This is an optimization exercise on Yosys and OpenROAD, whose aim is small area, a short achievable clock period and few clock cycles per item, not a production implementation. Only the layout flow was run in this run; the RTL was not checked for function there.

==> design/flow/design.v <==
module logarithm #(
	parameter n = 16,
	parameter m = 24,
	parameter k = 5 ,
	parameter p = 24
) (
	input        clk  ,  
	input        reset,  
	input        start,
	input  [0:n] x    ,
	output [1:p] y    ,
	output       done
);
	reg  [23:0] f;
	reg  [24:0] r;           
	wire s1;
	wire c2;
	wire s3;
	wire c4;
	wire s5;
	wire c6;
	wire s7;
	wire c8;
	wire s9;
	wire c10;
	wire s11;
	wire c12;
	wire s13;
	wire c14;
	wire s15;
	wire c16;
	wire s17;
	wire c18;
	wire s19;
	wire c20;
	wire s21;
	wire c22;
	wire s23;
	wire c24;
	wire s25;
	wire c26;
	wire s27;
	wire c28;
	wire s29;
	wire c30;
	wire s31;
	wire c32;
	wire s33;
	wire c34;
	wire s35;
	wire c36;
	wire s37;
	wire c38;
	wire s39;
	wire c40;
	wire s41;
	wire c42;
	wire s43;
	wire c44;
	wire s45;
	wire c46;
	wire s47;
	wire c48;
	wire s49;
	wire c50;
	wire s51;
	wire c52;
	wire s53;
	wire c54;
	wire s55;
	wire c56;
	wire s57;
	wire c58;
	wire s59;
	wire c60;
	wire s61;
	wire c62;
	wire s63;
	wire c64;
	wire s65;
	wire c66;
	wire s67;
	wire c68;
	wire s69;
	wire c70;
	wire s71;
	wire c72;
	wire s73;
	wire c74;
	wire s75;
	wire c76;
	wire s77;
	wire c78;
	wire s79;
	wire c80;
	wire s81;
	wire c82;
	wire s83;
	wire c84;
	wire s85;
	wire c86;
	wire s87;
	wire c88;
	wire s89;
	wire c90;
	wire s91;
	wire c92;
	wire s93;
	wire c94;
	wire s95;
	wire c96;
	wire s97;
	wire c98;
	wire s99;
	wire c100;
	wire s101;
	wire c102;
	wire s103;
	wire c104;
	wire s105;
	wire c106;
	wire s107;
	wire c108;
	wire s109;
	wire c110;
	wire s111;
	wire c112;
	wire s113;
	wire c114;
	wire s115;
	wire c116;
	wire s117;
	wire c118;
	wire s119;
	wire c120;
	wire s121;
	wire c122;
	wire s123;
	wire c124;
	wire s125;
	wire c126;
	wire s127;
	wire c128;
	wire s129;
	wire c130;
	wire s131;
	wire c132;
	wire s133;
	wire c134;
	wire s135;
	wire c136;
	wire s137;
	wire c138;
	wire s139;
	wire c140;
	wire s141;
	wire c142;
	wire s143;
	wire c144;
	wire s145;
	wire c146;
	wire s147;
	wire c148;
	wire s149;
	wire c150;
	wire s151;
	wire c152;
	wire s153;
	wire c154;
	wire s155;
	wire c156;
	wire s157;
	wire c158;
	wire s159;
	wire c160;
	wire s161;
	wire c162;
	wire s163;
	wire c164;
	wire s165;
	wire c166;
	wire s167;
	wire c168;
	wire s169;
	wire c170;
	wire s171;
	wire c172;
	wire s173;
	wire c174;
	wire s175;
	wire c176;
	wire s177;
	wire c178;
	wire s179;
	wire c180;
	wire s181;
	wire c182;
	wire s183;
	wire c184;
	wire s185;
	wire c186;
	wire s187;
	wire c188;
	wire s189;
	wire c190;
	wire s191;
	wire c192;
	wire s193;
	wire c194;
	wire s195;
	wire c196;
	wire s197;
	wire c198;
	wire s199;
	wire c200;
	wire s201;
	wire c202;
	wire s203;
	wire c204;
	wire s205;
	wire c206;
	wire s207;
	wire c208;
	wire s209;
	wire c210;
	wire s211;
	wire c212;
	wire s213;
	wire c214;
	wire s215;
	wire c216;
	wire s217;
	wire c218;
	wire s219;
	wire c220;
	wire s221;
	wire c222;
	wire s223;
	wire c224;
	wire s225;
	wire c226;
	wire s227;
	wire c228;
	wire s229;
	wire c230;
	wire s231;
	wire c232;
	wire s233;
	wire c234;
	wire s235;
	wire c236;
	wire s237;
	wire c238;
	wire s239;
	wire c240;
	wire s241;
	wire c242;
	wire s243;
	wire c244;
	wire s245;
	wire c246;
	wire s247;
	wire c248;
	wire s249;
	wire c250;
	wire s251;
	wire c252;
	wire s253;
	wire c254;
	wire s255;
	wire c256;
	wire s257;
	wire c258;
	wire s259;
	wire c260;
	wire s261;
	wire c262;
	wire s263;
	wire c264;
	wire s265;
	wire c266;
	wire s267;
	wire c268;
	wire s269;
	wire c270;
	wire s271;
	wire c272;
	wire s273;
	wire c274;
	wire s275;
	wire c276;
	wire s277;
	wire c278;
	wire s279;
	wire c280;
	wire s281;
	wire c282;
	wire s283;
	wire c284;
	wire s285;
	wire c286;
	wire s287;
	wire c288;
	wire s289;
	wire c290;
	wire s291;
	wire c292;
	wire s293;
	wire c294;
	wire s295;
	wire c296;
	wire s297;
	wire c298;
	wire s299;
	wire c300;
	wire s301;
	wire c302;
	wire s303;
	wire c304;
	wire s305;
	wire c306;
	wire s307;
	wire c308;
	wire s309;
	wire c310;
	wire s311;
	wire c312;
	wire s313;
	wire c314;
	wire s315;
	wire c316;
	wire s317;
	wire c318;
	wire s319;
	wire c320;
	wire s321;
	wire c322;
	wire s323;
	wire c324;
	wire s325;
	wire c326;
	wire s327;
	wire c328;
	wire s329;
	wire c330;
	wire s331;
	wire c332;
	wire s333;
	wire c334;
	wire s335;
	wire c336;
	wire s337;
	wire c338;
	wire s339;
	wire c340;
	wire s341;
	wire c342;
	wire s343;
	wire c344;
	wire s345;
	wire c346;
	wire s347;
	wire c348;
	wire s349;
	wire c350;
	wire s351;
	wire c352;
	wire s353;
	wire c354;
	wire s355;
	wire c356;
	wire s357;
	wire c358;
	wire s359;
	wire c360;
	wire s361;
	wire c362;
	wire s363;
	wire c364;
	wire s365;
	wire c366;
	wire s367;
	wire c368;
	wire s369;
	wire c370;
	wire s371;
	wire c372;
	wire s373;
	wire c374;
	wire s375;
	wire c376;
	wire s377;
	wire c378;
	wire s379;
	wire c380;
	wire s381;
	wire c382;
	wire s383;
	wire c384;
	wire s385;
	wire c386;
	wire s387;
	wire c388;
	wire s389;
	wire c390;
	wire s391;
	wire c392;
	wire s393;
	wire c394;
	wire s395;
	wire c396;
	wire s397;
	wire c398;
	wire s399;
	wire c400;
	wire s401;
	wire c402;
	wire s403;
	wire c404;
	wire s405;
	wire c406;
	wire s407;
	wire c408;
	wire s409;
	wire c410;
	wire s411;
	wire c412;
	wire s413;
	wire c414;
	wire s415;
	wire c416;
	wire s417;
	wire c418;
	wire s419;
	wire c420;
	wire s421;
	wire c422;
	wire s423;
	wire c424;
	wire s425;
	wire c426;
	wire s427;
	wire c428;
	wire s429;
	wire c430;
	wire s431;
	wire c432;
	wire s433;
	wire c434;
	wire s435;
	wire c436;
	wire s437;
	wire c438;
	wire s439;
	wire c440;
	wire s441;
	wire c442;
	wire s443;
	wire c444;
	wire s445;
	wire c446;
	wire s447;
	wire c448;
	wire s449;
	wire c450;
	wire s451;
	wire c452;
	wire s453;
	wire c454;
	wire s455;
	wire c456;
	wire s457;
	wire c458;
	wire s459;
	wire c460;
	wire s461;
	wire c462;
	wire s463;
	wire c464;
	wire s465;
	wire c466;
	wire s467;
	wire c468;
	wire s469;
	wire c470;
	wire s471;
	wire c472;
	wire s473;
	wire c474;
	wire s475;
	wire c476;
	wire s477;
	wire c478;
	wire s479;
	wire c480;
	wire s481;
	wire c482;
	wire s483;
	wire c484;
	wire s485;
	wire c486;
	wire s487;
	wire c488;
	wire s489;
	wire c490;
	wire s491;
	wire c492;
	wire s493;
	wire c494;
	wire s495;
	wire c496;
	wire s497;
	wire c498;
	wire s499;
	wire c500;
	wire s501;
	wire c502;
	wire s503;
	wire c504;
	wire s505;
	wire c506;
	log_fa us1 (~f[9], ~(f[0] & f[17]), 1'b1, s1, c2);
	log_fa us3 (~(f[0] & f[18]), ~(f[1] & f[17]), 1'b1, s3, c4);
	log_fa us5 (~f[10], ~(f[0] & f[19]), ~(f[1] & f[18]), s5, c6);
	log_fa us7 (~(f[2] & f[17]), ~(f[3] & f[16]), 1'b1, s7, c8);
	log_fa us9 (~(f[0] & f[20]), ~(f[1] & f[19]), ~(f[2] & f[18]), s9, c10);
	log_fa us11 (~(f[3] & f[17]), ~(f[4] & f[16]), 1'b1, s11, c12);
	log_fa us13 (~f[11], ~(f[0] & f[21]), ~(f[1] & f[20]), s13, c14);
	log_fa us15 (~(f[2] & f[19]), ~(f[3] & f[18]), ~(f[4] & f[17]), s15, c16);
	log_fa us17 (~(f[5] & f[16]), ~(f[6] & f[15]), 1'b1, s17, c18);
	log_fa us19 (~(f[0] & f[22]), ~(f[1] & f[21]), ~(f[2] & f[20]), s19, c20);
	log_fa us21 (~(f[3] & f[19]), ~(f[4] & f[18]), ~(f[5] & f[17]), s21, c22);
	log_fa us23 (~(f[6] & f[16]), ~(f[7] & f[15]), 1'b1, s23, c24);
	log_fa us25 (~f[12], ~(f[0] & f[23]), ~(f[1] & f[22]), s25, c26);
	log_fa us27 (~(f[2] & f[21]), ~(f[3] & f[20]), ~(f[4] & f[19]), s27, c28);
	log_fa us29 (~(f[5] & f[18]), ~(f[6] & f[17]), ~(f[7] & f[16]), s29, c30);
	log_fa us31 (~(f[8] & f[15]), ~(f[9] & f[14]), 1'b1, s31, c32);
	log_fa us33 (~f[0], ~(f[1] & f[23]), ~(f[2] & f[22]), s33, c34);
	log_fa us35 (~(f[3] & f[21]), ~(f[4] & f[20]), ~(f[5] & f[19]), s35, c36);
	log_fa us37 (~(f[6] & f[18]), ~(f[7] & f[17]), ~(f[8] & f[16]), s37, c38);
	log_fa us39 (~(f[9] & f[15]), ~(f[10] & f[14]), 1'b1, s39, c40);
	log_fa us41 (~f[13], ~f[1], ~(f[2] & f[23]), s41, c42);
	log_fa us43 (~(f[3] & f[22]), ~(f[4] & f[21]), ~(f[5] & f[20]), s43, c44);
	log_fa us45 (~(f[6] & f[19]), ~(f[7] & f[18]), ~(f[8] & f[17]), s45, c46);
	log_fa us47 (~(f[9] & f[16]), ~(f[10] & f[15]), ~(f[11] & f[14]), s47, c48);
	log_fa us49 (~f[2], ~(f[3] & f[23]), ~(f[4] & f[22]), s49, c50);
	log_fa us51 (~(f[5] & f[21]), ~(f[6] & f[20]), ~(f[7] & f[19]), s51, c52);
	log_fa us53 (~(f[8] & f[18]), ~(f[9] & f[17]), ~(f[10] & f[16]), s53, c54);
	log_fa us55 (~f[14], ~f[3], ~(f[4] & f[23]), s55, c56);
	log_fa us57 (~(f[5] & f[22]), ~(f[6] & f[21]), ~(f[7] & f[20]), s57, c58);
	log_fa us59 (~(f[8] & f[19]), ~(f[9] & f[18]), ~(f[10] & f[17]), s59, c60);
	log_fa us61 (~f[4], ~(f[5] & f[23]), ~(f[6] & f[22]), s61, c62);
	log_fa us63 (~(f[7] & f[21]), ~(f[8] & f[20]), ~(f[9] & f[19]), s63, c64);
	log_fa us65 (~f[15], ~f[5], ~(f[6] & f[23]), s65, c66);
	log_fa us67 (~(f[7] & f[22]), ~(f[8] & f[21]), ~(f[9] & f[20]), s67, c68);
	log_fa us69 (~f[6], ~(f[7] & f[23]), ~(f[8] & f[22]), s69, c70);
	log_fa us71 (~f[16], ~f[7], ~(f[8] & f[23]), s71, c72);
	log_fa us73 (~f[6], ~(f[0] & f[11]), 1'b1, s73, c74);
	log_fa us75 (~(f[0] & f[12]), ~(f[1] & f[11]), 1'b1, s75, c76);
	log_fa us77 (~f[7], ~(f[0] & f[13]), ~(f[1] & f[12]), s77, c78);
	log_fa us79 (~(f[2] & f[11]), ~(f[3] & f[10]), 1'b1, s79, c80);
	log_fa us81 (~(f[0] & f[14]), ~(f[1] & f[13]), ~(f[2] & f[12]), s81, c82);
	log_fa us83 (~(f[3] & f[11]), ~(f[4] & f[10]), 1'b1, s83, c84);
	log_fa us85 (~f[8], ~(f[0] & f[15]), ~(f[1] & f[14]), s85, c86);
	log_fa us87 (~(f[2] & f[13]), ~(f[3] & f[12]), ~(f[4] & f[11]), s87, c88);
	log_fa us89 (~(f[5] & f[10]), ~(f[6] & f[9]), 1'b1, s89, c90);
	log_fa us91 (~(f[0] & f[16]), ~(f[1] & f[15]), ~(f[2] & f[14]), s91, c92);
	log_fa us93 (~(f[3] & f[13]), ~(f[4] & f[12]), ~(f[5] & f[11]), s93, c94);
	log_fa us95 (~(f[6] & f[10]), ~(f[7] & f[9]), 1'b1, s95, c96);
	log_fa us97 (~(f[1] & f[16]), ~(f[2] & f[15]), ~(f[3] & f[14]), s97, c98);
	log_fa us99 (~(f[4] & f[13]), ~(f[5] & f[12]), ~(f[6] & f[11]), s99, c100);
	log_fa us101 (~(f[7] & f[10]), ~(f[8] & f[9]), s1, s101, c102);
	log_fa us103 (~(f[2] & f[16]), ~(f[3] & f[15]), ~(f[4] & f[14]), s103, c104);
	log_fa us105 (~(f[5] & f[13]), ~(f[6] & f[12]), ~(f[7] & f[11]), s105, c106);
	log_fa us107 (~(f[8] & f[10]), c2, s3, s107, c108);
	log_fa us109 (~(f[4] & f[15]), ~(f[5] & f[14]), ~(f[6] & f[13]), s109, c110);
	log_fa us111 (~(f[7] & f[12]), ~(f[8] & f[11]), ~(f[9] & f[10]), s111, c112);
	log_fa us113 (c4, s7, s5, s113, c114);
	log_fa us115 (~(f[5] & f[15]), ~(f[6] & f[14]), ~(f[7] & f[13]), s115, c116);
	log_fa us117 (~(f[8] & f[12]), ~(f[9] & f[11]), c8, s117, c118);
	log_fa us119 (s11, c6, s9, s119, c120);
	log_fa us121 (~(f[7] & f[14]), ~(f[8] & f[13]), ~(f[9] & f[12]), s121, c122);
	log_fa us123 (~(f[10] & f[11]), c12, s17, s123, c124);
	log_fa us125 (c10, s13, s15, s125, c126);
	log_fa us127 (~(f[8] & f[14]), ~(f[9] & f[13]), ~(f[10] & f[12]), s127, c128);
	log_fa us129 (c18, s23, c14, s129, c130);
	log_fa us131 (c16, s19, s21, s131, c132);
	log_fa us133 (~(f[10] & f[13]), ~(f[11] & f[12]), c24, s133, c134);
	log_fa us135 (s31, c20, c22, s135, c136);
	log_fa us137 (s25, s27, s29, s137, c138);
	log_fa us139 (~(f[11] & f[13]), c32, s39, s139, c140);
	log_fa us141 (c26, c28, c30, s141, c142);
	log_fa us143 (s33, s35, s37, s143, c144);
	log_fa us145 (~(f[12] & f[13]), c40, c34, s145, c146);
	log_fa us147 (c36, c38, s41, s147, c148);
	log_fa us149 (s43, s45, s47, s149, c150);
	log_fa us151 (~(f[11] & f[15]), ~(f[12] & f[14]), c42, s151, c152);
	log_fa us153 (c44, c46, c48, s153, c154);
	log_fa us155 (s49, s51, s53, s155, c156);
	log_fa us157 (~(f[11] & f[16]), ~(f[12] & f[15]), ~(f[13] & f[14]), s157, c158);
	log_fa us159 (c50, c52, c54, s159, c160);
	log_fa us161 (s55, s57, s59, s161, c162);
	log_fa us163 (~(f[10] & f[18]), ~(f[11] & f[17]), ~(f[12] & f[16]), s163, c164);
	log_fa us165 (~(f[13] & f[15]), c56, c58, s165, c166);
	log_fa us167 (c60, s61, s63, s167, c168);
	log_fa us169 (~(f[10] & f[19]), ~(f[11] & f[18]), ~(f[12] & f[17]), s169, c170);
	log_fa us171 (~(f[13] & f[16]), ~(f[14] & f[15]), c62, s171, c172);
	log_fa us173 (c64, s65, s67, s173, c174);
	log_fa us175 (~(f[9] & f[21]), ~(f[10] & f[20]), ~(f[11] & f[19]), s175, c176);
	log_fa us177 (~(f[12] & f[18]), ~(f[13] & f[17]), ~(f[14] & f[16]), s177, c178);
	log_fa us179 (c66, c68, s69, s179, c180);
	log_fa us181 (~(f[9] & f[22]), ~(f[10] & f[21]), ~(f[11] & f[20]), s181, c182);
	log_fa us183 (~(f[12] & f[19]), ~(f[13] & f[18]), ~(f[14] & f[17]), s183, c184);
	log_fa us185 (~(f[15] & f[16]), c70, s71, s185, c186);
	log_fa us187 (~f[8], ~(f[9] & f[23]), ~(f[10] & f[22]), s187, c188);
	log_fa us189 (~(f[11] & f[21]), ~(f[12] & f[20]), ~(f[13] & f[19]), s189, c190);
	log_fa us191 (~(f[14] & f[18]), ~(f[15] & f[17]), c72, s191, c192);
	log_fa us193 (~f[17], ~f[9], ~(f[10] & f[23]), s193, c194);
	log_fa us195 (~(f[11] & f[22]), ~(f[12] & f[21]), ~(f[13] & f[20]), s195, c196);
	log_fa us197 (~(f[14] & f[19]), ~(f[15] & f[18]), ~(f[16] & f[17]), s197, c198);
	log_fa us199 (~f[10], ~(f[11] & f[23]), ~(f[12] & f[22]), s199, c200);
	log_fa us201 (~(f[13] & f[21]), ~(f[14] & f[20]), ~(f[15] & f[19]), s201, c202);
	log_fa us203 (~f[18], ~f[11], ~(f[12] & f[23]), s203, c204);
	log_fa us205 (~(f[13] & f[22]), ~(f[14] & f[21]), ~(f[15] & f[20]), s205, c206);
	log_fa us207 (~f[12], ~(f[13] & f[23]), ~(f[14] & f[22]), s207, c208);
	log_fa us209 (~f[19], ~f[13], ~(f[14] & f[23]), s209, c210);
	log_fa us211 (~f[4], ~(f[0] & f[7]), 1'b1, s211, c212);
	log_fa us213 (~(f[0] & f[8]), ~(f[1] & f[7]), 1'b1, s213, c214);
	log_fa us215 (~f[5], ~(f[0] & f[9]), ~(f[1] & f[8]), s215, c216);
	log_fa us217 (~(f[2] & f[7]), ~(f[3] & f[6]), 1'b1, s217, c218);
	log_fa us219 (~(f[0] & f[10]), ~(f[1] & f[9]), ~(f[2] & f[8]), s219, c220);
	log_fa us221 (~(f[3] & f[7]), ~(f[4] & f[6]), 1'b1, s221, c222);
	log_fa us223 (~(f[1] & f[10]), ~(f[2] & f[9]), ~(f[3] & f[8]), s223, c224);
	log_fa us225 (~(f[4] & f[7]), ~(f[5] & f[6]), s73, s225, c226);
	log_fa us227 (~(f[2] & f[10]), ~(f[3] & f[9]), ~(f[4] & f[8]), s227, c228);
	log_fa us229 (~(f[5] & f[7]), c74, s75, s229, c230);
	log_fa us231 (~(f[4] & f[9]), ~(f[5] & f[8]), ~(f[6] & f[7]), s231, c232);
	log_fa us233 (c76, s79, s77, s233, c234);
	log_fa us235 (~(f[5] & f[9]), ~(f[6] & f[8]), c80, s235, c236);
	log_fa us237 (s83, c78, s81, s237, c238);
	log_fa us239 (~(f[7] & f[8]), c84, s89, s239, c240);
	log_fa us241 (c82, s85, s87, s241, c242);
	log_fa us243 (c90, s95, c86, s243, c244);
	log_fa us245 (c88, s91, s93, s245, c246);
	log_fa us247 (c96, c92, c94, s247, c248);
	log_fa us249 (s97, s99, s101, s249, c250);
	log_fa us251 (c98, c100, s103, s251, c252);
	log_fa us253 (s105, c102, s107, s253, c254);
	log_fa us255 (c104, c106, s109, s255, c256);
	log_fa us257 (s111, c108, s113, s257, c258);
	log_fa us259 (c110, c112, s115, s259, c260);
	log_fa us261 (s117, c114, s119, s261, c262);
	log_fa us263 (c116, s121, c118, s263, c264);
	log_fa us265 (s123, c120, s125, s265, c266);
	log_fa us267 (c122, s127, c124, s267, c268);
	log_fa us269 (c126, s129, s131, s269, c270);
	log_fa us271 (c128, s133, c130, s271, c272);
	log_fa us273 (c132, s135, s137, s273, c274);
	log_fa us275 (c134, c136, s139, s275, c276);
	log_fa us277 (c138, s141, s143, s277, c278);
	log_fa us279 (c140, c142, c144, s279, c280);
	log_fa us281 (s145, s147, s149, s281, c282);
	log_fa us283 (c146, c148, c150, s283, c284);
	log_fa us285 (s151, s153, s155, s285, c286);
	log_fa us287 (s157, c152, c154, s287, c288);
	log_fa us289 (c156, s159, s161, s289, c290);
	log_fa us291 (c158, s163, c160, s291, c292);
	log_fa us293 (c162, s165, s167, s293, c294);
	log_fa us295 (c164, s169, c166, s295, c296);
	log_fa us297 (c168, s171, s173, s297, c298);
	log_fa us299 (c170, s175, s177, s299, c300);
	log_fa us301 (c172, c174, s179, s301, c302);
	log_fa us303 (c176, c178, s181, s303, c304);
	log_fa us305 (s183, c180, s185, s305, c306);
	log_fa us307 (c182, c184, s187, s307, c308);
	log_fa us309 (s189, c186, s191, s309, c310);
	log_fa us311 (c188, c190, s193, s311, c312);
	log_fa us313 (s195, s197, c192, s313, c314);
	log_fa us315 (~(f[16] & f[18]), c194, c196, s315, c316);
	log_fa us317 (c198, s199, s201, s317, c318);
	log_fa us319 (~(f[16] & f[19]), ~(f[17] & f[18]), c200, s319, c320);
	log_fa us321 (c202, s203, s205, s321, c322);
	log_fa us323 (~(f[15] & f[21]), ~(f[16] & f[20]), ~(f[17] & f[19]), s323, c324);
	log_fa us325 (c204, c206, s207, s325, c326);
	log_fa us327 (~(f[15] & f[22]), ~(f[16] & f[21]), ~(f[17] & f[20]), s327, c328);
	log_fa us329 (~(f[18] & f[19]), c208, s209, s329, c330);
	log_fa us331 (~f[14], ~(f[15] & f[23]), ~(f[16] & f[22]), s331, c332);
	log_fa us333 (~(f[17] & f[21]), ~(f[18] & f[20]), c210, s333, c334);
	log_fa us335 (~f[20], ~f[15], ~(f[16] & f[23]), s335, c336);
	log_fa us337 (~(f[17] & f[22]), ~(f[18] & f[21]), ~(f[19] & f[20]), s337, c338);
	log_fa us339 (~f[16], ~(f[17] & f[23]), ~(f[18] & f[22]), s339, c340);
	log_fa us341 (~f[21], ~f[17], ~(f[18] & f[23]), s341, c342);
	log_fa us343 (~f[3], ~(f[0] & f[5]), 1'b1, s343, c344);
	log_fa us345 (~(f[0] & f[6]), ~(f[1] & f[5]), 1'b1, s345, c346);
	log_fa us347 (~(f[1] & f[6]), ~(f[2] & f[5]), ~(f[3] & f[4]), s347, c348);
	log_fa us349 (~(f[2] & f[6]), ~(f[3] & f[5]), c212, s349, c350);
	log_fa us351 (~(f[4] & f[5]), c214, s217, s351, c352);
	log_fa us353 (c218, s221, c216, s353, c354);
	log_fa us355 (c222, c220, s223, s355, c356);
	log_fa us357 (c224, s227, c226, s357, c358);
	log_fa us359 (c228, s231, c230, s359, c360);
	log_fa us361 (c232, s235, c234, s361, c362);
	log_fa us363 (c236, s239, c238, s363, c364);
	log_fa us365 (c240, c242, s243, s365, c366);
	log_fa us367 (c244, c246, s247, s367, c368);
	log_fa us369 (c248, s251, c250, s369, c370);
	log_fa us371 (c252, s255, c254, s371, c372);
	log_fa us373 (c256, s259, c258, s373, c374);
	log_fa us375 (c260, s263, c262, s375, c376);
	log_fa us377 (c264, s267, c266, s377, c378);
	log_fa us379 (c268, s271, c270, s379, c380);
	log_fa us381 (c272, s275, c274, s381, c382);
	log_fa us383 (c276, c278, s279, s383, c384);
	log_fa us385 (c280, c282, s283, s385, c386);
	log_fa us387 (c284, s287, c286, s387, c388);
	log_fa us389 (c288, s291, c290, s389, c390);
	log_fa us391 (c292, s295, c294, s391, c392);
	log_fa us393 (s299, c296, c298, s393, c394);
	log_fa us395 (c300, s303, c302, s395, c396);
	log_fa us397 (c304, s307, c306, s397, c398);
	log_fa us399 (c308, s311, c310, s399, c400);
	log_fa us401 (c312, s315, s317, s401, c402);
	log_fa us403 (c316, c318, s319, s403, c404);
	log_fa us405 (s323, c320, c322, s405, c406);
	log_fa us407 (c324, s327, c326, s407, c408);
	log_fa us409 (c328, s331, c330, s409, c410);
	log_fa us411 (c332, s335, s337, s411, c412);
	log_fa us413 (~(f[19] & f[21]), c336, c338, s413, c414);
	log_fa us415 (~(f[19] & f[22]), ~(f[20] & f[21]), c340, s415, c416);
	log_fa us417 (~f[18], ~(f[19] & f[23]), ~(f[20] & f[22]), s417, c418);
	log_fa us419 (~f[22], ~f[19], ~(f[20] & f[23]), s419, c420);
	log_fa us421 (~f[2], ~(f[0] & f[3]), 1'b1, s421, c422);
	log_fa us423 (~(f[0] & f[4]), ~(f[1] & f[3]), 1'b1, s423, c424);
	log_fa us425 (~(f[1] & f[4]), ~(f[2] & f[3]), s343, s425, c426);
	log_fa us427 (~(f[2] & f[4]), c344, s345, s427, c428);
	log_fa us429 (c346, s211, s347, s429, c430);
	log_fa us431 (s213, c348, s349, s431, c432);
	log_fa us433 (s215, c350, s351, s433, c434);
	log_fa us435 (s219, c352, s353, s435, c436);
	log_fa us437 (c354, s225, s355, s437, c438);
	log_fa us439 (s229, c356, s357, s439, c440);
	log_fa us441 (s233, c358, s359, s441, c442);
	log_fa us443 (s237, c360, s361, s443, c444);
	log_fa us445 (s241, c362, s363, s445, c446);
	log_fa us447 (s245, c364, s365, s447, c448);
	log_fa us449 (c366, s249, s367, s449, c450);
	log_fa us451 (c368, s253, s369, s451, c452);
	log_fa us453 (s257, c370, s371, s453, c454);
	log_fa us455 (s261, c372, s373, s455, c456);
	log_fa us457 (s265, c374, s375, s457, c458);
	log_fa us459 (s269, c376, s377, s459, c460);
	log_fa us461 (s273, c378, s379, s461, c462);
	log_fa us463 (s277, c380, s381, s463, c464);
	log_fa us465 (s281, c382, s383, s465, c466);
	log_fa us467 (s285, c384, s385, s467, c468);
	log_fa us469 (s289, c386, s387, s469, c470);
	log_fa us471 (s293, c388, s389, s471, c472);
	log_fa us473 (s297, c390, s391, s473, c474);
	log_fa us475 (s301, c392, s393, s475, c476);
	log_fa us477 (s305, c394, s395, s477, c478);
	log_fa us479 (s309, c396, s397, s479, c480);
	log_fa us481 (s313, c398, s399, s481, c482);
	log_fa us483 (c314, s401, c400, s483, c484);
	log_fa us485 (s321, c402, s403, s485, c486);
	log_fa us487 (s325, c404, s405, s487, c488);
	log_fa us489 (s329, c406, s407, s489, c490);
	log_fa us491 (s333, c408, s409, s491, c492);
	log_fa us493 (c334, s411, c410, s493, c494);
	log_fa us495 (s339, c412, s413, s495, c496);
	log_fa us497 (s341, c414, s415, s497, c498);
	log_fa us499 (c342, s417, c416, s499, c500);
	log_fa us501 (~(f[21] & f[22]), c418, s419, s501, c502);
	log_fa us503 (~f[20], ~(f[21] & f[23]), c420, s503, c504);
	log_fa us505 (~f[23], ~f[21], ~(f[22] & f[23]), s505, c506);
	wire [49:0] ta = {1'b1, ~f[23], c506, c504, c502, c500, c498, c496, c494, c492, c490, c488, c486, c484, c482, c480, c478, c476, c474, c472, c470, c468, c466, c464, c462, c460, c458, c456, c454, c452, c450, c448, c446, c444, c442, c440, c438, c436, c434, c432, c430, c428, c426, c424, c422, s421, ~(f[0] & f[2]), ~f[1], 1'b1, ~f[0]};
	wire [49:0] tb = {1'b1, 1'b1, ~f[22], s505, s503, s501, s499, s497, s495, s493, s491, s489, s487, s485, s483, s481, s479, s477, s475, s473, s471, s469, s467, s465, s463, s461, s459, s457, s455, s453, s451, s449, s447, s445, s443, s441, s439, s437, s435, s433, s431, s429, s427, s425, s423, ~(f[1] & f[2]), 1'b1, ~(f[0] & f[1]), 1'b1, 1'b1};
	wire [49:0] t  = ~(ta + tb + 1'b1);
	wire [25:0] s  = t[49:24];
	wire        b  = s[25] | s[24];
	wire [23:0] fn = b ? {s[25], s[23:1]} : s[23:0];
	always @(posedge clk)
		f <= r[24] ? {x[1:n], {(m-n){1'b0}}} : fn;
	always @(posedge clk or negedge reset) begin
		if (~reset)
			r[24] <= 1'b1;
		else if (start | ~r[24])
			r[24] <= start ? 1'b0 : r[23];
	end
	always @(posedge clk) begin
		if (start | ~r[24])
			r[23:0] <= start ? 24'd1 : {r[22:0], b & x[0]};
	end
	assign done = r[24];
	assign y    = r[23:0];
endmodule
module log_fa (input a, input b, input c, output s, output co);
	assign s  = a ^ b ^ c;
	assign co = (a & b) | (a & c) | (b & c);
endmodule
module log_ha (input a, input b, output s, output co);
	assign s  = a ^ b;
	assign co = a & b;
endmodule
module log_han (input a, input b, output s, output co);
	assign s  = ~(a ^ b);
	assign co = a | b;
endmodule
==> design/flow/run.sh <==
#!/bin/bash
# synth_recipe.tcl (not shown) runs the flow's synth.tcl, then flattens the netlist and writes it again
# the make line also repeats each setting of config.mk as NAME=value (left out here)
make -C /OpenROAD-flow-scripts/flow DESIGN_CONFIG=/design/flow/config.mk WORK_HOME=/design/flow/orfs CLKGATE_MAP_FILE= SYNTH_SCRIPT=/design/flow/synth_recipe.tcl finish
==> design/flow/config.mk <==
export PLATFORM = sky130hd
export DESIGN_NAME = logarithm
export DESIGN_NICKNAME = logarithm
export VERILOG_FILES = /design/flow/design.v
export SDC_FILE = /design/flow/constraint.sdc
export NUM_CORES = 4
export LEC_CHECK = 0
export CAP_MARGIN = 20
export CORE_MARGIN = 2
export CORE_UTILIZATION = 40
export SETUP_SLACK_MARGIN = 3
export SLEW_MARGIN = 60
export SYNTH_HIERARCHICAL = 1
export SYNTH_MINIMUM_KEEP_SIZE = 0
==> design/flow/constraint.sdc <==
create_clock -name core_clock -period 9.0 [get_ports {clk}]
set_input_delay 1.8000 -clock core_clock [delete_from_list [all_inputs] [get_ports {clk}]]
set_output_delay 1.8000 -clock core_clock [all_outputs]
set_load 0.01 [all_outputs]
==> results by group <==
Route
  – Vias per cell: 5.53
  – Number of nets with antenna violations after routing: 0
  – Drt first pass iters: 5
  – Average wire per standard cell: 20.4 um
  – Iter 0 DRT Violations: 549
  – Total detailed-routing wirelength: 29100 um
  – DRC: 0
  – Via count: 7898

Yosys
  – Synth warn: 7
  – Main synth FF type: edfxtp_1
  – Mapped Avg Cell Area: 9.89 um^2
  – #FFs+latches synth: 49
  – Ys async rst share: 2.04%
  – Mapped Cells: 1055
  – Post-Syn Area: 10400 um^2
  – Sequential area share after synthesis: 11.8%
  – Synth unique cells: 69
  – Post-synth EDFFs: 24

STA
  – Max Clk Rate: 171 MHz
  – Slew HR: 65.9%
  – Fin. max-slew vios: 0
  – Tcrit/Tclk final: 64.9%
  – Final Hold Vio Count: 0
  – Slew @ Worst Pin: 0.511 ns
  – Worst hold slack: 0.537 ns
  – # setup viols final: 0
  – Post-route minimum period: 5.84 ns
  – Sum Neg Setup Slack: 0 ns
  – RSZ-0062 raised after global routing: false
  – Layout Skew: 0.00765 ns

Clocking
  – CTS tree: built
  – H-tree depth: 2
  – Worst-path clk slew: 0.07 ns
  – Longest Clk Path Bufs: 2
  – Worst-skew pair later-pin latency: 0.29 ns
  – CTS sink cnt: 49
  – Hold_buf cts: 0
  – CTS Root Cell: clkbuf_16
  – Cts bufs inserted: 5

Finish
  – Synth-to-Final Area Change: 11.5%
  – Diode count: 0
  – Share of cells above drive strength 1: 6.87%
  – Nets@finish: 1408
  – Filler cell count: 2511

Critical path
  – CP startpoint kind: register
  – Critical Path End: f[20]$_DFF_P_
  – CP Capture Type: register
  – Reg-to-reg critical path endpoint: f[20]$_DFF_P_
  – Reg2reg setup slack: 3.16 ns
  – Critical Path RT: 9.14 ns
  – Worst setup path class: reg -> reg
  – Reg2Reg Depth: 17
  – FF-to-FF Start: f[11]$_DFF_P_
  – Critical Path AT: 5.98 ns
  – CP startpoint: f[11]$_DFF_P_
  – CP max FO: 24

Floorplanning
  – Initial Utilization: 40.4%
  – Io pins: 45
  – # rows: 59
  – Die ar.: 27400 um^2
  – Core Region: 25800 um^2
  – DIE HEIGHT: 166 um
  – Width of the die: 166 um

Hold path
  – Hold Crit Class: reg -> reg

Global route
  – Tot GR Track Use: 22.7%
  – Initial antenna violation count: 0
  – First-pass GRT wire length: 47200 um
  – Vias in the first global route: 8674
  – Grt ovf: 0
  – Largest net degree at the start of global routing: 42

Outcome
  – Outcome: no timing/DRC/antenna violations

Job
  – Max cap viols: 0

Place
  – Placer Congestion: 0.959
  – # port buffers: 44
  – Post-DP HPWL: 22000 um
[modules after synthesis (local to each module, per instance)]
module | cells inside | flops+latches | cell area (um^2)
logarithm | 802 | 49 | 5370
log_fa | 1 | 0 | 20.0
[synth_stat cells (3+ instances only)]
cell | instances | share of area (%)
a21oi_1 | 42 | 2.0
nor4_1 | 3 | 0.18
a31oi_1 | 7 | 0.42
o211ai_1 | 6 | 0.43
nor2b_1 | 25 | 1.5
nand2_1 | 312 | 11
a211o_1 | 6 | 0.50
nand3_1 | 9 | 0.43
nor2_1 | 22 | 0.79
and3_1 | 10 | 0.60
a21o_1 | 32 | 2.3
a21oi_2 | 4 | 0.34
and2_1 | 5 | 0.30
edfxtp_1 | 24 | 6.9
a211oi_1 | 5 | 0.36
o21bai_1 | 5 | 0.36
o21ai_0 | 15 | 0.72
nor3_1 | 8 | 0.38
xor2_1 | 6 | 0.50
o21a_1 | 5 | 0.36
xnor2_1 | 6 | 0.50
fa_1 | 253 | 49
clkbuf_1 | 60 | 2.2
o31ai_1 | 4 | 0.29
a221oi_1 | 4 | 0.34
ha_1 | 44 | 5.3
nand2b_1 | 7 | 0.42
nand4_1 | 9 | 0.54
inv_1 | 41 | 1.5
dfxtp_1 | 24 | 4.6
[worst min-delay path by stage]
stage / start / end / slack [ns] / cells after the start
3_3_place_gp: r[23]$_SDFFCE_PP0P_ / r[24]$_DFFE_PN1P_ / 0.50 / 2
5_1_grt: r[23]$_SDFFCE_PP0P_ / r[24]$_DFFE_PN1P_ / 0.56 / 2
2_1_floorplan: r[23]$_SDFFCE_PP0P_ / r[24]$_DFFE_PN1P_ / 0.54 / 2
6_report: r[23]$_SDFFCE_PP0P_ / r[24]$_DFFE_PN1P_ / 0.54 / 2
3_5_place_dp: r[23]$_SDFFCE_PP0P_ / r[24]$_DFFE_PN1P_ / 0.51 / 2
4_1_cts: r[23]$_SDFFCE_PP0P_ / r[24]$_DFFE_PN1P_ / 0.53 / 2
[flip-flops by register name (all words and copies together) (netlist names)]
signal	flops
f	24
r	25
[timing repair]
| item | in CTS | in global routing |
|---|---|---|
| setup buffers | 1 | 3 |
| gates resized for setup | 4 | 29 |
| pin swaps | 1 | 4 |
| endpoints found under the setup margin | 12 | 23 |
[critical path, stage by stage (launching register included)]
cell and delay [ns]:
dfxtp_1 0.31, buf_4 0.32, inv_1 0.22, fa_1 0.59, fa_1 0.45, fa_1 0.42
fa_1 0.51, fa_1 0.41, ha_1 0.33, a21o_1 0.19, a21o_1 0.20, nor2b_1 0.15
a41o_1 0.30, o211ai_4 0.27, a21oi_4 0.11, o31a_4 0.47, nor4_2 0.34, a221oi_2 0.09
[kinds of logic (layout without fill, tap and decap cells)]
group	after synthesis	in the layout	share of synthesized area, %
flops	49	49	11.8
other cells	1	22	0.0359
mux	3	3	0.396
simple gates	420	420	17.1
xor+xnor	12	12	1.01
compound gates	165	165	11.8
buf+inv	108	124	4.11
fa+ha+maj	297	297	53.8
[layout by cell type (no fill, tap or decap), types with 3 or more instances in the layout]
master           netlist  routed
a211oi_1               5       5
nor3_1                 8       7
a21oi_1               42      42
a211o_1                6       6
fa_1                 253     253
buf_4                  2      14
dfxtp_4                0       6
ha_1                  44      44
o21ai_0               15      14
conb_1                 1      22
dfxtp_1               24      17
edfxtp_1              24      24
o21bai_1               5       5
nand2_1              312     312
o21a_1                 5       5
o211ai_1               6       6
clkbuf_16              0       5
inv_1                 41      40
nor2_1                22      22
a221oi_2               2       3
and2_1                 5       5
nand2b_1               7       6
nor2b_1               25      25
o31ai_1                4       4
a21o_1                32      32
nand3_1                9       9
xnor2_1                6       6
a31oi_1                7       7
and3_1                10      10
a21oi_2                4       3
buf_6                  2      13
xor2_1                 6       6
a221oi_1               4       3
clkdlybuf4s50_1        0      43
nand4_1                9       9
[area by class of cell]
class / count / area, um^2 / share of cell area, %
clock buffers: 6 / 129 / 1.11
clock inverters: 2 / 38.8 / 0.333
repair buffers: 74 / 722 / 6.21
multi-input cells: 919 / 8910 / 76.6
flip-flops and latches: 49 / 1250 / 10.8
inverters: 42 / 161 / 1.39
well taps: 335 / 419 / 3.60
[layer usage]
metal | track usage (%) | vias to the layer above | share of wire, %
met3 | 3.47 | 41 | 5.2
li1 | - | 3509 | -
met1 | 30.1 | 4101 | 43
met4 | 5.05 | 0 | 2.1
met2 | 39.3 | 247 | 50
met5 | 0 | - | 0
[per-stage QoR]
stage	worst slack (ns)	util, %	cell area (um^2)	cells
global route	2.92	45.0	11600	1427
detailed placement	2.90	43.8	11300	1415
global placement	2.79	43.7	11300	1413
floorplan	3.48	-	10500	1076
finish	3.16	45.0	11600	1427
CTS	3.01	44.5	11500	1424

port drivers added, routing unchanged:
No port has a modelled driver above. Below, the same layout with a new extraction and two added sets of constraints. Step 1 sets driving cells, clkbuf_16 on the clock port and buf_2 on the other inputs (assumed; they add their load-dependent delay and slew). Step 2, shift: input delay + t, output delay - t, t = (earliest + latest rising clock arrival at the registers) / 2. This alone moves slack from input paths to output paths. Slacks: ideal ports / drivers / drivers and shift; pairs: ideal ports / drivers.
shift t [ns]: 0.329
setup slack, ns: 3.159 / 3.159 / 3.159
worst setup path at the end: register to register
latest minus earliest clock arrival (ns): 0.007 / 0.008
worst register clock-pin slew, ns: 0.07 / 0.07
After both steps setup and hold are still met in this run. For this run, drivers alone change the setup slack by 0.000 ns; drivers and shift together by 0.000 ns.
